Background: an optimization exercise with open tools, aiming at small area. Do not read the settings as production practice.
Only simulation tests tie the RTL to the original design; equivalence was not proved.

==> run a: inputs <==
## cpu_top
module cpu_top (DIN, Resetn, Clock, Run, Done, BusWires, debug_reg0, debug_reg1,
debug_reg2, debug_reg3, debug_reg4, debug_reg5, debug_reg6, debug_reg7);
	input wire [8:0] DIN;
	input wire Resetn, Clock, Run;
	output wire Done;
	output wire [8:0] BusWires;
	output wire [8:0] debug_reg0, debug_reg1;
	output wire [8:0] debug_reg2, debug_reg3, debug_reg4, debug_reg5, debug_reg6, debug_reg7;
	reg busy;             
	reg [3:0] t;          
	reg pa;               
	reg pb;               
	wire [8:0] ir;        
	reg cy;               
	reg [3:0] d;          
	wire ib = d[0];       
	wire io = d[1];       
	reg [8:1] T;          
	wire [2:0] op = ir[8:6];
	wire [2:0] X = ir[5:3];
	wire [2:0] Y = ir[2:0];
	wire last = t[3];
	wire fin = ~pa & ~pb;
	wire shiftc = op[2];
	wire aluc = ~op[2] & op[1];
	wire passP = shiftc & pa;
	wire passS = pb;
	wire [8:0] R0, R1, R2, R3, R4, R5, R6, R7;
	wire [7:0] selX;
	reg res;
	reg xb, yb;
	always @* begin
		case (X)
			3'd0: xb = R0[0];
			3'd1: xb = R1[0];
			3'd2: xb = R2[0];
			3'd3: xb = R3[0];
			3'd4: xb = R4[0];
  ...
==> module cpu_top, before the edit <==
module cpu_top (DIN, Resetn, Clock, Run, Done, BusWires, debug_reg0, debug_reg1,
debug_reg2, debug_reg3, debug_reg4, debug_reg5, debug_reg6, debug_reg7);
	input wire [8:0] DIN;
	input wire Resetn, Clock, Run;
	output wire Done;
	output wire [8:0] BusWires;
	output wire [8:0] debug_reg0, debug_reg1;
	output wire [8:0] debug_reg2, debug_reg3, debug_reg4, debug_reg5, debug_reg6, debug_reg7;
	reg busy;             
	reg [3:0] t;          
	reg pa;               
	reg pb;               
	wire [8:0] ir;        
	reg cy;               
	reg [3:0] d;          
	wire ib = d[0];       
	wire io = d[1];       
	reg [8:1] T;          
	wire [2:0] op = ir[8:6];
	wire [2:0] X = ir[5:3];
	wire [2:0] Y = ir[2:0];
	wire last = t[3];
	wire fin = ~pa & ~pb;
	wire shiftc = op[2];
	wire aluc = ~op[2] & op[1];
	wire passP = shiftc & pa;
	wire passS = pb;
	wire [8:0] R0, R1, R2, R3, R4, R5, R6, R7;
	wire [7:0] selX;
	reg res;
	reg xb, yb;
	always @* begin
		case (X)
			3'd0: xb = R0[0];
			3'd1: xb = R1[0];
			3'd2: xb = R2[0];
			3'd3: xb = R3[0];
			3'd4: xb = R4[0];
			3'd5: xb = R5[0];
			3'd6: xb = R6[0];
			default: xb = R7[0];
		endcase
		case (Y)
			3'd0: yb = R0[0];
			3'd1: yb = R1[0];
			3'd2: yb = R2[0];
			3'd3: yb = R3[0];
			3'd4: yb = R4[0];
			3'd5: yb = R5[0];
			3'd6: yb = R6[0];
			default: yb = R7[0];
		endcase
	end
	assign selX = 8'b1 << X;
	wire sh = busy;
	wire hold = ~busy & Resetn;    
	regn reg_0 (Clock, sh, hold, selX[0], res, R0);
	regn reg_1 (Clock, sh, hold, selX[1], res, R1);
	regn reg_2 (Clock, sh, hold, selX[2], res, R2);
	regn reg_3 (Clock, sh, hold, selX[3], res, R3);
	regn reg_4 (Clock, sh, hold, selX[4], res, R4);
	regn reg_5 (Clock, sh, hold, selX[5], res, R5);
	regn reg_6 (Clock, sh, hold, selX[6], res, R6);
	regn reg_7 (Clock, sh, hold, selX[7], res, R7);
	wire yp = yb ^ (pa | ib);
	wire s = xb ^ yp ^ cy;
	wire co = (xb & yp) | (xb & cy) | (yp & cy);
	wire dflag = xb ^ yb ^ op[0];           
	wire bma = op[0] & xb & ~yb;            
	wire ns = dflag ? (io ^ (op[0] & xb)) : xb;
	wire tin0 = op[0] & xb;                 
	reg tap;
	always @* begin
		case (d)
			4'd0: tap = tin0;
			4'd1: tap = T[8];
			4'd2: tap = T[7];
			4'd3: tap = T[6];
			4'd4: tap = T[5];
			4'd5: tap = T[4];
			4'd6: tap = T[3];
			4'd7: tap = T[2];
			default: tap = T[1];
		endcase
	end
	wire dinb = last ? DIN[8] : DIN[t[2:0]];
	always @* begin
		if (!fin)
			res = (passS & ~last) ? tap : xb;
		else if (shiftc)
			res = xb;
		else if (op[1])
			res = last ? ns : (s ^ io);
		else if (op[0])
			res = dinb;
		else
			res = yb;
	end
	reg tin;
	always @* begin
		if (passP)
			tin = ~op[0] & cy;
		else if (passS)
			tin = tin0;
		else
			tin = res;
	end
	always @(posedge Clock, negedge Resetn)
		if (!Resetn)
			busy <= 1'b0;
		else
			busy <= busy ? ~(last & fin) : Run;
	assign Done = busy & last & fin;
	always @(posedge Clock) begin
		T <= {tin, T[8:2]};
		t <= (busy & ~last) ? t + 4'd1 : 4'd0;
		if (!busy) begin
			pa <= DIN[8] | DIN[7];
			pb <= 1'b0;
			d <= 4'd0;
			cy <= 1'b1;
		end else begin
			if (last) begin
				pa <= 1'b0;
				pb <= passP;
			end
			if (passP & ~last & (yb == op[0]))
				d <= d + 4'd1;
			if (passP)
				cy <= xb;
			else if (last)
				cy <= dflag & cy;
			else
				cy <= co;
			if (last & pa & ~shiftc) begin
				d[0] <= dflag | bma;
				d[1] <= (dflag & ~cy) | bma;
			end
		end
	end
	hreg Ireg (Clock, ~busy, busy, DIN, ir);
	assign BusWires = {tin, T[8:1]};
	assign debug_reg0 = R0;
	assign debug_reg1 = R1;
	assign debug_reg2 = R2;
	assign debug_reg3 = R3;
	assign debug_reg4 = R4;
	assign debug_reg5 = R5;
	assign debug_reg6 = R6;
	assign debug_reg7 = R7;
endmodule
==> flow/config.mk <==
export PLATFORM = sky130hd
export DESIGN_NAME = cpu_top
export DESIGN_NICKNAME = cpu_top
export VERILOG_FILES = /design/flow/design.v
export SDC_FILE = /design/flow/constraint.sdc
export NUM_CORES = 4
export LEC_CHECK = 0
export CAP_MARGIN = 20
export CORE_MARGIN = 2
export CORE_UTILIZATION = 40
export SLEW_MARGIN = 20
export SYNTH_HIERARCHICAL = 1
export SYNTH_MINIMUM_KEEP_SIZE = 0
==> flow/constraint.sdc <==
create_clock -name core_clock -period 12.0 [get_ports {Clock}]
set_input_delay 2.4000 -clock core_clock [delete_from_list [all_inputs] [get_ports {Clock}]]
set_output_delay 2.4000 -clock core_clock [all_outputs]
set_load 0.01 [all_outputs]
standard.sh (not shown) runs the stock make flow with config.mk's settings and CLKGATE_MAP_FILE= SYNTH_SCRIPT=/design/flow/synth_recipe.tcl, a recipe that flattens the netlist after the stock synthesis.
==> flow/flow/run.sh <==
#!/bin/bash
# Standard ORFS layout (the standard.sh, unchanged synthesis), with two
# layout choices: ports are buffered with buf_1 instead of the default
# buffer, and CTS inserts no dummy loads.
set -euo pipefail
bash standard.sh \
  "BUFFER_PORTS_ARGS=-buffer_cell sky130_fd_sc_hd__buf_1" \
  "CTS_ARGS=-sink_clustering_enable -repair_clock_nets -dont_use_dummy_load -buf_list sky130_fd_sc_hd__clkbuf_8 -sink_clustering_size 20" \
  finish > standard_make.log 2>&1
==> run b: changes against run a <==
==> flow/design.v (replaced) <==
module regn(Clock, sh, hold, sel, res, Q);
	input wire Clock, sh, hold, sel, res;
	output reg [8:0] Q;
	wire top = sel ? res : Q[0];
	always @(posedge Clock)
		Q <= ({9{sh}} & {top, Q[8:1]}) | ({9{hold}} & Q);
endmodule
module hreg(Clock, ld, hold, d, Q);
	parameter n = 9;
	input wire Clock, ld, hold;
	input wire [n-1:0] d;
	output reg [n-1:0] Q;
	always @(posedge Clock)
		Q <= ({n{ld}} & d) | ({n{hold}} & Q);
endmodule
module ALU(xb, yb, cy, pa, ib, io, op0, last, res, co, dflag, ibn, ion);
	input wire xb, yb, cy, pa, ib, io, op0, last;
	output wire res, co, dflag, ibn, ion;
	wire yp = yb ^ (pa | ib);
	wire s;
	assign {co, s} = xb + yp + cy;
	assign dflag = xb ^ yb ^ op0;           
	wire bma = op0 & xb & ~yb;              
	wire ns = dflag ? (io ^ (op0 & xb)) : xb;
	assign res = last ? ns : (s ^ io);
	assign ibn = dflag | bma;
	assign ion = (dflag & ~cy) | bma;
endmodule
module mux4(s, i, y);
	input wire [1:0] s;
	input wire [3:0] i;
	output wire y;
	assign y = i[s];
endmodule
module mux8(s, i, y);
	input wire [2:0] s;
	input wire [7:0] i;
	output wire y;
	wire lo, hi;
	mux4 m0 (s[1:0], i[3:0], lo);
	mux4 m1 (s[1:0], i[7:4], hi);
	assign y = s[2] ? hi : lo;
endmodule
module mux9(s, i, y);
	input wire [3:0] s;
	input wire [8:0] i;
	output wire y;
	assign y = s[3] ? i[8] : i[s[2:0]];
endmodule
module andor8(s, i, y);
	input wire [7:0] s;
	input wire [7:0] i;
	output wire y;
	assign y = |(s & i);
endmodule
module cpu_top (DIN, Resetn, Clock, Run, Done, BusWires, debug_reg0, debug_reg1,
debug_reg2, debug_reg3, debug_reg4, debug_reg5, debug_reg6, debug_reg7);
	input wire [8:0] DIN;
	input wire Resetn, Clock, Run;
	output wire Done;
	output wire [8:0] BusWires;
	output wire [8:0] debug_reg0, debug_reg1;
	output wire [8:0] debug_reg2, debug_reg3, debug_reg4, debug_reg5, debug_reg6, debug_reg7;
	reg busy;             
	reg [3:0] t;          
	reg pa;               
	wire [8:0] ir;        
	reg cy;               
	reg [3:0] d;          
	wire ib = d[0];       
	wire io = d[1];       
	reg [8:1] T;          
	wire [2:0] op = ir[8:6];
	wire [2:0] X = ir[5:3];
	wire [2:0] Y = ir[2:0];
	wire last = t[3];
	wire shiftc = op[2];
	wire passS = shiftc & ~pa & cy;   
	wire fin = ~pa & ~passS;
	wire passP = shiftc & pa;
	wire [8:0] R0, R1, R2, R3, R4, R5, R6, R7;
	wire [7:0] selX;
	reg res;
	wire xb, yb;
	andor8 muxX (selX, {R7[0], R6[0], R5[0], R4[0], R3[0], R2[0], R1[0], R0[0]}, xb);
	mux8 muxY (Y, {R7[0], R6[0], R5[0], R4[0], R3[0], R2[0], R1[0], R0[0]}, yb);
	assign selX = 8'b1 << X;
	wire sh = busy & Resetn;
	wire hold = ~busy & Resetn;
	regn reg_0 (Clock, sh, hold, selX[0], res, R0);
	regn reg_1 (Clock, sh, hold, selX[1], res, R1);
	regn reg_2 (Clock, sh, hold, selX[2], res, R2);
	regn reg_3 (Clock, sh, hold, selX[3], res, R3);
	regn reg_4 (Clock, sh, hold, selX[4], res, R4);
	regn reg_5 (Clock, sh, hold, selX[5], res, R5);
	regn reg_6 (Clock, sh, hold, selX[6], res, R6);
	regn reg_7 (Clock, sh, hold, selX[7], res, R7);
	wire alures, co, dflag, ibn, ion;
	ALU alu (xb, yb, cy, pa, ib, io, op[0], last, alures, co, dflag, ibn, ion);
	wire tin0 = op[0] & xb;                 
	wire tap, dinb;
	mux9 muxT (d, {T[1], T[2], T[3], T[4], T[5], T[6], T[7], T[8], tin0}, tap);
	mux9 muxD (t, DIN, dinb);
	always @* begin
		if (!fin)
			res = (passS & ~last) ? tap : xb;
		else if (shiftc)
			res = xb;
		else if (op[1])
			res = alures;
		else if (op[0])
			res = dinb;
		else
			res = yb;
	end
	reg tin;
	always @* begin
		if (passP)
			tin = ~op[0] & cy;
		else if (passS)
			tin = tin0;
		else
			tin = res;
	end
	always @(posedge Clock)
		busy <= Resetn & (busy ? ~(last & fin) : Run);
	assign Done = busy & last & fin;
	always @(posedge Clock) begin
		T <= {tin, T[8:2]};
		pa <= (busy & pa & ~last) | (~busy & (DIN[8] | DIN[7]));
		t <= (busy & ~last) ? t + 4'd1 : 4'd0;
		if (!busy) begin
			d <= 4'd0;
			cy <= 1'b1;
		end else begin
			if (passP & ~last & (yb == op[0]))
				d <= d + 4'd1;
			if (passP)
				cy <= last | xb;
			else if (shiftc)
				cy <= cy & ~last;
			else if (last)
				cy <= dflag & cy;
			else
				cy <= co;
			if (last & pa & ~shiftc) begin
				d[0] <= ibn;
				d[1] <= ion;
			end
		end
	end
	hreg Ireg (Clock, hold, sh, DIN, ir);
	assign BusWires = {tin, T[8:1]};
	assign debug_reg0 = R0;
	assign debug_reg1 = R1;
	assign debug_reg2 = R2;
	assign debug_reg3 = R3;
	assign debug_reg4 = R4;
	assign debug_reg5 = R5;
	assign debug_reg6 = R6;
	assign debug_reg7 = R7;
endmodule
==> flow/flow/run.sh (replaced) <==
#!/bin/bash
# Layout flow: the standard.sh (the standard ORFS flow) with these changes.
#  - Ports are buffered with buf_1 instead of the default buffer.
#  - CTS builds its tree without sink clustering and without dummy loads.
# Each make run's full output goes to its own log in this folder; ORFS keeps
# each tool's log under orfs/logs.
set -euo pipefail
W=$PWD
rm -rf "$W/scripts_abc"
cp -r "$FLOW_HOME/scripts" "$W/scripts_abc"
cp "$W/flow/abc_map.script" "$W/scripts_abc/abc_speed.script"
bash standard.sh "SCRIPTS_DIR=$W/scripts_abc" synth > synth_make.log 2>&1
bash standard.sh \
  "BUFFER_PORTS_ARGS=-buffer_cell sky130_fd_sc_hd__buf_1" \
  "CTS_ARGS=-repair_clock_nets -dont_use_dummy_load" \
  finish > layout_make.log 2>&1
==> flow/flow/abc_map.script (new file) <==
&get -n
&st
&dch
&nf -R 1000 -p -E 100
&put
topo
dnsize -c
--- a/flow/config.mk
+++ b/flow/config.mk
@@ -9,5 +9,3 @@
 export CORE_MARGIN = 2
 export CORE_UTILIZATION = 40
 export SLEW_MARGIN = 20
-export SYNTH_HIERARCHICAL = 1
-export SYNTH_MINIMUM_KEEP_SIZE = 0
==> flow_metrics.py <==
metrics = {
    "outcome": {
        "status": "complete, no violations",
    },
    "grt": {
        "grt.busiest_layer": "met1",
    },
    "worst_setup_path": {
        "cp_cell_sequence": "buf_1 -> mux4_2 -> mux2i_1 -> o21ai_0 -> a211oi_1 -> o311ai_0 -> o21ai_0 -> o21ai_0 -> o211ai_1 -> o31ai_1 -> buf_1",
    },
    "power_and_ir_drop": {
        "p_int_mw": 0.427,
        "p_seq_mw": 0.355,
    },
    "floorplan": {
        "nWellTaps": 108,
    },
    "synth": {
        "synth_seq_cells": 100,
    },
}
-- figures above: run b

==> flow_metrics.py <==
metrics = {
    "clock_network": {
        "cts.sinks": 101,
    },
    "floorplan": {
        "nWellTaps": 133,
    },
    "grt": {
        "grt.busiest_layer": "met2",
    },
    "worst_setup_path": {
        "cp_cell_sequence": "buf_1 -> mux4_1 -> mux2i_1 -> a2111oi_1 -> a311oi_2 -> o41ai_1 -> buf_1",
    },
    "power_and_ir_drop": {
        "pg_comb_mw": 0.552,
        "p_seq_mw": 0.587,
        "p_int_mw": 0.782,
    },
    "outcome": {
        "status": "complete, no violations",
    },
    "synth": {
        "synth_seq_cells": 101,
    },
}
-- figures above: run a

## what the ideal ports hide
Ports are ideal in the flow. The routed layouts listed here were re-timed in OpenROAD. Step 1 assumes that a clkbuf_16 drives the clock port and a buf_2 every other input. Step 2 moves the port delays by t, midway between the first and last clock arrival at a register: inputs arrive t later, outputs are due t later. That takes back most of the time a late clock gives input paths. Slacks: ideal / step 1 / step 2; pairs: ideal / step 1.
run	t (ns)	slack for setup (ns)	worst hold slack (ns)	worst setup path after step 2	worst data-port slew with drivers (ns)
run a	0.370	5.400 / 5.358 / 5.358	0.354 / 0.354 / 0.354	input to output	0.05
run b	0.382	5.044 / 5.024 / 5.024	0.365 / 0.365 / 0.365	input to output	0.03
After both steps setup and hold are still met in every run listed. For run a, which loses most, drivers alone change the setup slack by -0.042 ns; drivers and shift together by -0.042 ns.
